Background: an optimization exercise with open tools, aiming at small area, a short achievable clock period and few clock cycles. Do not read the settings as production practice. Only simulation tests tie the RTL to the original design; equivalence was not proved. Power is estimated from default activity; no workload was simulated.

## flow/design.v

```verilog
module register_file (
  input         clk,
  input  [4:0]  raddr1,
  input  [4:0]  raddr2,
  input  [4:0]  waddr,
  input  [31:0] wdata,
  input         wen,
  output [31:0] rdata1,
  output [31:0] rdata2
);
  reg [31:0] regs [1:31];
  always @(posedge clk) begin
    if (wen && waddr != 5'd0) regs[waddr] <= wdata;
  end
  assign rdata1 = (raddr1 == 5'd0) ? 32'd0 : regs[raddr1];
  assign rdata2 = (raddr2 == 5'd0) ? 32'd0 : regs[raddr2];
endmodule
module simple_cpu
#(parameter DATA_WIDTH = 32)(
  input clk,
  input rstn,
  output [DATA_WIDTH-1:0] imem_addr,
  input  [DATA_WIDTH-1:0] imem_rdata,
  output [DATA_WIDTH-1:0] dmem_addr,
  output [DATA_WIDTH-1:0] dmem_wdata,
  output [3:0]            dmem_wstrb,
  output                  dmem_re,
  input  [DATA_WIDTH-1:0] dmem_rdata
);
reg [31:0] ir;       
reg [31:0] pc;       
wire [31:0] next_pc;
always @(posedge clk) begin
  if (!rstn) begin
    ir <= 32'd0;
    pc <= 32'hFFFF_FFFC;    
  end else begin
    ir <= imem_rdata;
    pc <= next_pc;
  end
end
assign imem_addr = next_pc;
wire [6:0] opcode = ir[6:0];
wire [4:0] rd     = ir[11:7];
wire [2:0] funct3 = ir[14:12];
wire [4:0] rs1    = ir[19:15];
wire [4:0] rs2    = ir[24:20];
wire       f7b5   = ir[30];
wire is_op     = (opcode == 7'b0110011);
wire is_opimm  = (opcode == 7'b0010011);
wire is_load   = (opcode == 7'b0000011);
wire is_store  = (opcode == 7'b0100011);
wire is_branch = (opcode == 7'b1100011);
wire is_jalr   = (opcode == 7'b1100111);
wire is_jal    = (opcode == 7'b1101111);
wire is_lui    = (opcode == 7'b0110111);
wire is_auipc  = (opcode == 7'b0010111);
wire [31:0] imm_i = {{20{ir[31]}}, ir[31:20]};
wire [31:0] imm_s = {{20{ir[31]}}, ir[31:25], ir[11:7]};
wire [31:0] imm_b = {{20{ir[31]}}, ir[7], ir[30:25], ir[11:8], 1'b0};
wire [31:0] imm_j = {{12{ir[31]}}, ir[19:12], ir[20], ir[30:21], 1'b0};
wire [31:0] imm_u = {ir[31:12], 12'b0};
wire [31:0] rv1, rv2;
wire [31:0] wb_data;
wire        wb_en = is_op | is_opimm | is_load | is_jalr | is_jal | is_lui | is_auipc;
register_file m_rf (
  .clk(clk),
  .raddr1(rs1), .raddr2(rs2),
  .waddr(rd), .wdata(wb_data), .wen(wb_en & rstn),
  .rdata1(rv1), .rdata2(rv2)
);
wire [31:0] pc_plus4 = pc + 32'd4;
wire [31:0] pc_imm   = pc + (is_jal ? imm_j : imm_b);
wire [31:0] agu      = rv1 + (is_store ? imm_s : imm_i);    
wire        br_eq  = (rv1 == rv2);
wire [32:0] br_sub = {1'b0, rv1} - {1'b0, rv2};
wire        br_ltu = br_sub[32];
wire        br_lt  = (rv1[31] ^ rv2[31]) ? rv1[31] : br_sub[32];
reg br_cond;
always @(*) begin
  case (funct3)
    3'b000:  br_cond = br_eq;
    3'b001:  br_cond = !br_eq;
    3'b100:  br_cond = br_lt;
    3'b101:  br_cond = !br_lt;
    3'b110:  br_cond = br_ltu;
    3'b111:  br_cond = !br_ltu;
    default: br_cond = 1'b0;
  endcase
end
wire take_imm = is_jal | (is_branch & br_cond);
assign next_pc = is_jalr ? agu : (take_imm ? pc_imm : pc_plus4);
wire [31:0] op_a = is_lui ? 32'd0 : (is_auipc ? pc : rv1);
wire [31:0] op_b = is_op ? rv2 : (is_lui | is_auipc) ? imm_u : imm_i;
wire        sub     = is_op & f7b5;
wire [32:0] sum     = {1'b0, op_a} + {1'b0, sub ? ~op_b : op_b} + {32'd0, sub};
wire [32:0] cmp     = {1'b0, op_a} - {1'b0, op_b};
wire        lt_u    = cmp[32];
wire        lt_s    = (op_a[31] ^ op_b[31]) ? op_a[31] : cmp[32];
wire [4:0]  shamt   = op_b[4:0];
wire [31:0] sra_out = $signed(op_a) >>> shamt;
reg [31:0] alu_out;
always @(*) begin
  if (is_lui | is_auipc) alu_out = sum[31:0];
  else if (is_op & f7b5 & (funct3 != 3'b000) & (funct3 != 3'b101)) alu_out = 32'd0;
  else begin
    case (funct3)
      3'b000: alu_out = sum[31:0];
      3'b001: alu_out = op_a << shamt;
      3'b010: alu_out = {31'd0, lt_s};
      3'b011: alu_out = {31'd0, lt_u};
      3'b100: alu_out = op_a ^ op_b;
      3'b101: alu_out = f7b5 ? sra_out : (op_a >> shamt);
      3'b110: alu_out = op_a | op_b;
      default: alu_out = op_a & op_b;
    endcase
  end
end
assign dmem_addr = agu;
assign dmem_re   = is_load;
reg [31:0] st_data;
reg [3:0]  st_strb;
always @(*) begin
  st_data = rv2;
  st_strb = 4'b0000;
  case (funct3[1:0])
    2'b00: begin st_data = {4{rv2[7:0]}};  st_strb = 4'b0001 << agu[1:0]; end
    2'b01: begin st_data = {2{rv2[15:0]}}; st_strb = agu[1] ? 4'b1100 : 4'b0011; end
    2'b10: begin st_data = rv2;            st_strb = 4'b1111; end
    default: ;
  endcase
end
assign dmem_wdata = st_data;
assign dmem_wstrb = (is_store & rstn) ? st_strb : 4'b0000;
wire [7:0]  ld_byte = agu[1] ? (agu[0] ? dmem_rdata[31:24] : dmem_rdata[23:16])
                             : (agu[0] ? dmem_rdata[15:8]  : dmem_rdata[7:0]);
wire [15:0] ld_half = agu[1] ? dmem_rdata[31:16] : dmem_rdata[15:0];
reg  [31:0] ld_data;
always @(*) begin
  case (funct3[1:0])
    2'b00:   ld_data = {{24{ld_byte[7]  & ~funct3[2]}}, ld_byte};
    2'b01:   ld_data = {{16{ld_half[15] & ~funct3[2]}}, ld_half};
    2'b10:   ld_data = dmem_rdata;
    default: ld_data = 32'd0;
  endcase
end
assign wb_data = is_load ? ld_data : (is_jal | is_jalr) ? pc_plus4 : alu_out;
endmodule
```

## flow/run.sh

```bash
#!/bin/bash
# synth_recipe.tcl (not shown) runs the flow's synth.tcl, then flattens the netlist and writes it again
# the make line also repeats each setting of config.mk as NAME=value (left out here)
make -C /OpenROAD-flow-scripts/flow DESIGN_CONFIG=/design/flow/config.mk WORK_HOME=/design/flow/orfs CLKGATE_MAP_FILE= SYNTH_SCRIPT=/design/flow/synth_recipe.tcl finish
```

## flow/config.mk

```make
export PLATFORM = sky130hd
export DESIGN_NAME = simple_cpu
export DESIGN_NICKNAME = simple_cpu
export VERILOG_FILES = /design/flow/design.v
export SDC_FILE = /design/flow/constraint.sdc
export NUM_CORES = 8
export LEC_CHECK = 0
export CAP_MARGIN = 20
export CORE_MARGIN = 2
export CORE_UTILIZATION = 40
export SLEW_MARGIN = 20
```

## flow/constraint.sdc

```tcl
create_clock -name core_clock -period 10.0 [get_ports {clk}]
set_input_delay 2.0000 -clock core_clock [delete_from_list [all_inputs] [get_ports {clk}]]
set_output_delay 2.0000 -clock core_clock [all_outputs]
set_load 0.01 [all_outputs]
```

==> flow_summary.toml <==
[global_route]
grt_pass1_vias = 46700
grt_antenna_before_repair = 9
grt_overflow_total = 0
grt_max_degree = 62
track_usage = 0.327
grt_pass1_wl_um = 370000

[logic_synthesis]
yosys.area.top_type_share = 0.471
yosys.area.top_type = "edfxtp_1"
postSynthRegisterBits = 1056
synthFlopType = "edfxtp_1"
syn_nets = 5029
syn_area_mm2 = 0.0633
synthArstFlopShare = 0
ys_warn_count = 2
synth_edf_count = 992
ys_types = 101
seq_area_frac_synth = 0.491
ys_top_cells_by_area = "edfxtp_1, mux4_2, ha_1, mux2i_1, a21oi_1"
syn_avg_cell_area_um2 = 13.4
yosysMostFrequentCell = "edfxtp_1"
synth_commonest_cells = "edfxtp_1, mux4_2, a21oi_1, nor2_1, mux2i_1"
syn_inst = 4739

[worst_setup_path]
critPathMostFrequentCell = "buf_4"
crit_chain = "or3b_2 > buf_4 > buf_4 > o221ai_1 > a211oi_1 > a31oi_1 > and2_1 > ha_1 > nand4_1 > or3_1 > nor3_1 > nand2_1 > nor4_1 > a21oi_1 > o21ai_0 > a41oi_1 > nand2_1 > buf_4 > mux2_2 > o21ai_0 > clkdlybuf4s50_1"
critPathKind = "reg2out"
critPathRequiredTime_ns = 8.00
crit_fanout = 24
crit_slowest_cell = "or3b_2"
cp-end-kind = "output pin"
crit_arrival_ns = 7.81
r2r-start = "ir[20]$_SDFF_PN0_"
max_stage_delay_ns = 0.76
cp-startpoint = "ir[16]$_SDFF_PN0_"
startpoint_type = "register"

[timing]
hold_viol = 0
tightest_slew_ns = 1.31
tns_ns = 0
fin_crit_sh = 0.981
slew_violations = 0
setup_viol = 0
fin_skew_ns = 0.0541
max_freq_mhz = 102
rsz0062_at_grt = "false"
whs_ns = 0.686
fin_crit_ns = 9.81
setup_slack_ns = 0.186
maxSlewHeadroom = 0.120

[placed_design]
placed_area_mm2 = 0.0686
hpwl_um = 188000
dp_slack_ns = 0.564
globalplace.congestion = 1.11
dp.cells = 6890
numPortBuffers = 166

[power]
p_comb_frac = 0.287
power_density_mw_per_mm2 = 184
fin_total_pwr_mw = 13.4
p_sw_frac = 0.333
ir_drop_uv = 164
seqPwrFrac = 0.396
power.internal_mw = 8.91
p_sw_mw = 4.44
leakagePower_nw = 24.8
p_clk_frac = 0.317

[routing]
drt-initial-drc-count = 7283
drt_wl_total_um = 270000
vias = 48400
wl_per_cell_um = 37.9
drc = 0
drt.antenna.violating_nets = 0
first_pass_iters = 8
vias_per_cell = 6.81

[floorplanning]
dieArea_mm2 = 0.161
start_util = 0.404
fp.dieW_um = 402
coreArea_mm2 = 0.157
fp.dieH_um = 402
rows = 145
ios = 167

[layout]
layout-drive-gt1-share = 0.228
finalNonFillerCells = 7114
fin_util = 0.463
design_area_mm2 = 0.0725
syn_to_final_growth_pct = 14.6
multi_input_area_mm2 = 0.0306
register_area_mm2 = 0.0311
final_net_count = 5246
n_fill_cell = 13800

[min_path]
worstHoldStart = "pc[0]$_SDFF_PN0_"
hp-class = "reg2reg"

[clock_network]
clockRootBuffer = "clkbuf_16"
cts_made_buffers = 109
clk_path_buf_depth = 3
tritoncts = "yes"
cts.sinks = 1056
clk_latency_ns = 0.77
htreeDepth = 3
clkTransAtPathRegs_ns = 0.06

[run_status]
outcome = "complete, no violations"

[flow_run]
max_cap_viol_count = 0
registers in the layout, indices dropped and copies added, names as in the netlist:
signal,count
ir,32
m_rf.regs,992
pc,32
power by group through the flow:
| stage | logic [mW] | registers (mW) | clock network [mW] |
|---|---|---|---|
| floorplan | 2.09 | 5.29 | 0 |
| global placement | 3.67 | 5.39 | 0 |
| detailed placement | 3.67 | 5.39 | 0 |
| CTS | 3.70 | 5.29 | 4.28 |
| global route | 3.99 | 5.29 | 4.44 |
| finish | 3.83 | 5.30 | 4.23 |
cell usage in the layout (no fill, tap or decap), drive strengths merged, types with 52 or more instances in the layout:
master | synthesis | final
mux2 | 98 | 98
clkinv | 4 | 52
o21ai | 207 | 207
a21o | 74 | 74
a21oi | 323 | 323
xnor2 | 93 | 93
a22oi | 86 | 86
mux2i | 256 | 256
dfxtp | 64 | 64
clkbuf | 182 | 131
buf | 158 | 281
mux4 | 472 | 472
inv | 122 | 125
clkdlybuf4s50 | 0 | 165
and2 | 59 | 59
edfxtp | 992 | 992
ha | 221 | 221
nor2 | 297 | 297
nand3 | 54 | 54
a211oi | 62 | 62
nand2 | 254 | 254
repair_timing:
| action | in CTS | in global routing |
|---|---|---|
| setup endpoints to repair | 7 | 22 |
| resized for setup | 1 | 3 |
| endpoints found under the hold margin | 0 | 0 |
| hold buffers | 0 | 0 |
| cloned | 0 | 0 |
| buffers inserted | 8 | 4 |
routing by layer:
| layer | part of all wire | GRT usage | vias to the layer above |
|---|---|---|---|
| met3 | 0.11 | 0.0725 | 817 |
| met1 | 0.36 | 0.413 | 24500 |
| met5 | 0.00016 | 0 | - |
| met2 | 0.44 | 0.502 | 3529 |
| met4 | 0.082 | 0.222 | 6 |
| li1 | - | - | 19500 |
cell families after synthesis:
| group | Yosys count | synth area share |
|---|---|---|
| XOR/XNOR | 127 | 0.0177 |
| multiplexers | 826 | 0.226 |
| adder cells (fa/ha/maj) | 224 | 0.0446 |
| AO/OA/AOI/OAI | 1180 | 0.125 |
| flip-flops | 1056 | 0.491 |
| AND/OR/NAND/NOR | 860 | 0.0626 |
| buffers and inverters | 466 | 0.0331 |
final timing paths:
check | end | slack [ns] | cells after the start
max reg2reg | m_rf.regs[21][28]$_DFFE_PP_ | 1.92 | 21
min | pc[0]$_SDFF_PN0_ | 0.69 | 3
min reg2reg | pc[0]$_SDFF_PN0_ | 0.69 | 3
max | imem_addr[29] | 0.19 | 21
critical path, delay by kind of cell (launching register included):
| kind | cells | cell delay, ns |
|---|---|---|
| buffers and inverters | 4 | 1.51 |
| AO/OA/AOI/OAI | 7 | 1.74 |
| AND/OR/NAND/NOR | 8 | 2.58 |
| multiplexers | 1 | 0.40 |
| adder cells (fa/ha/maj) | 1 | 0.17 |
| flip-flops | 1 | 0.62 |
cell type report:
type	count	share of cell area
clock inverter	73	0.0121
multi-input combinational	3217	0.422
sequential	1056	0.429
tap	2058	0.0355
antenna	7	0.000242
timing repair buffer	446	0.0555
clock buffer	131	0.0391
inverter	126	0.00654
Testbench counts, summed over its fixed seeds: cycles 1,946,880.

afterwards: timing with drivers on the ports:
No port has a modelled driver above. Below, the same layout with a new extraction and two added sets of constraints.
Step 1: set_driving_cell puts a clkbuf_16 on clk and a buf_2 on each other input, an assumption about the parent block.
Step 2 moves the port delays by t, midway between the first and last clock arrival at a register: inputs arrive t later, outputs are due t later. That takes back most of the time a late clock gives input paths.
Slacks: ideal ports / drivers / drivers and shift; pairs: ideal ports / drivers.
t, ns: 0.832
setup WS [ns]: 0.186 / 0.095 / 0.927
worst data-port slew with drivers (ns): 0.09
pins driven straight from the clock port: 1
After both steps this run still meets setup and hold. The setup slack of this run moves by -0.091 ns with the drivers and by +0.741 ns with both steps.
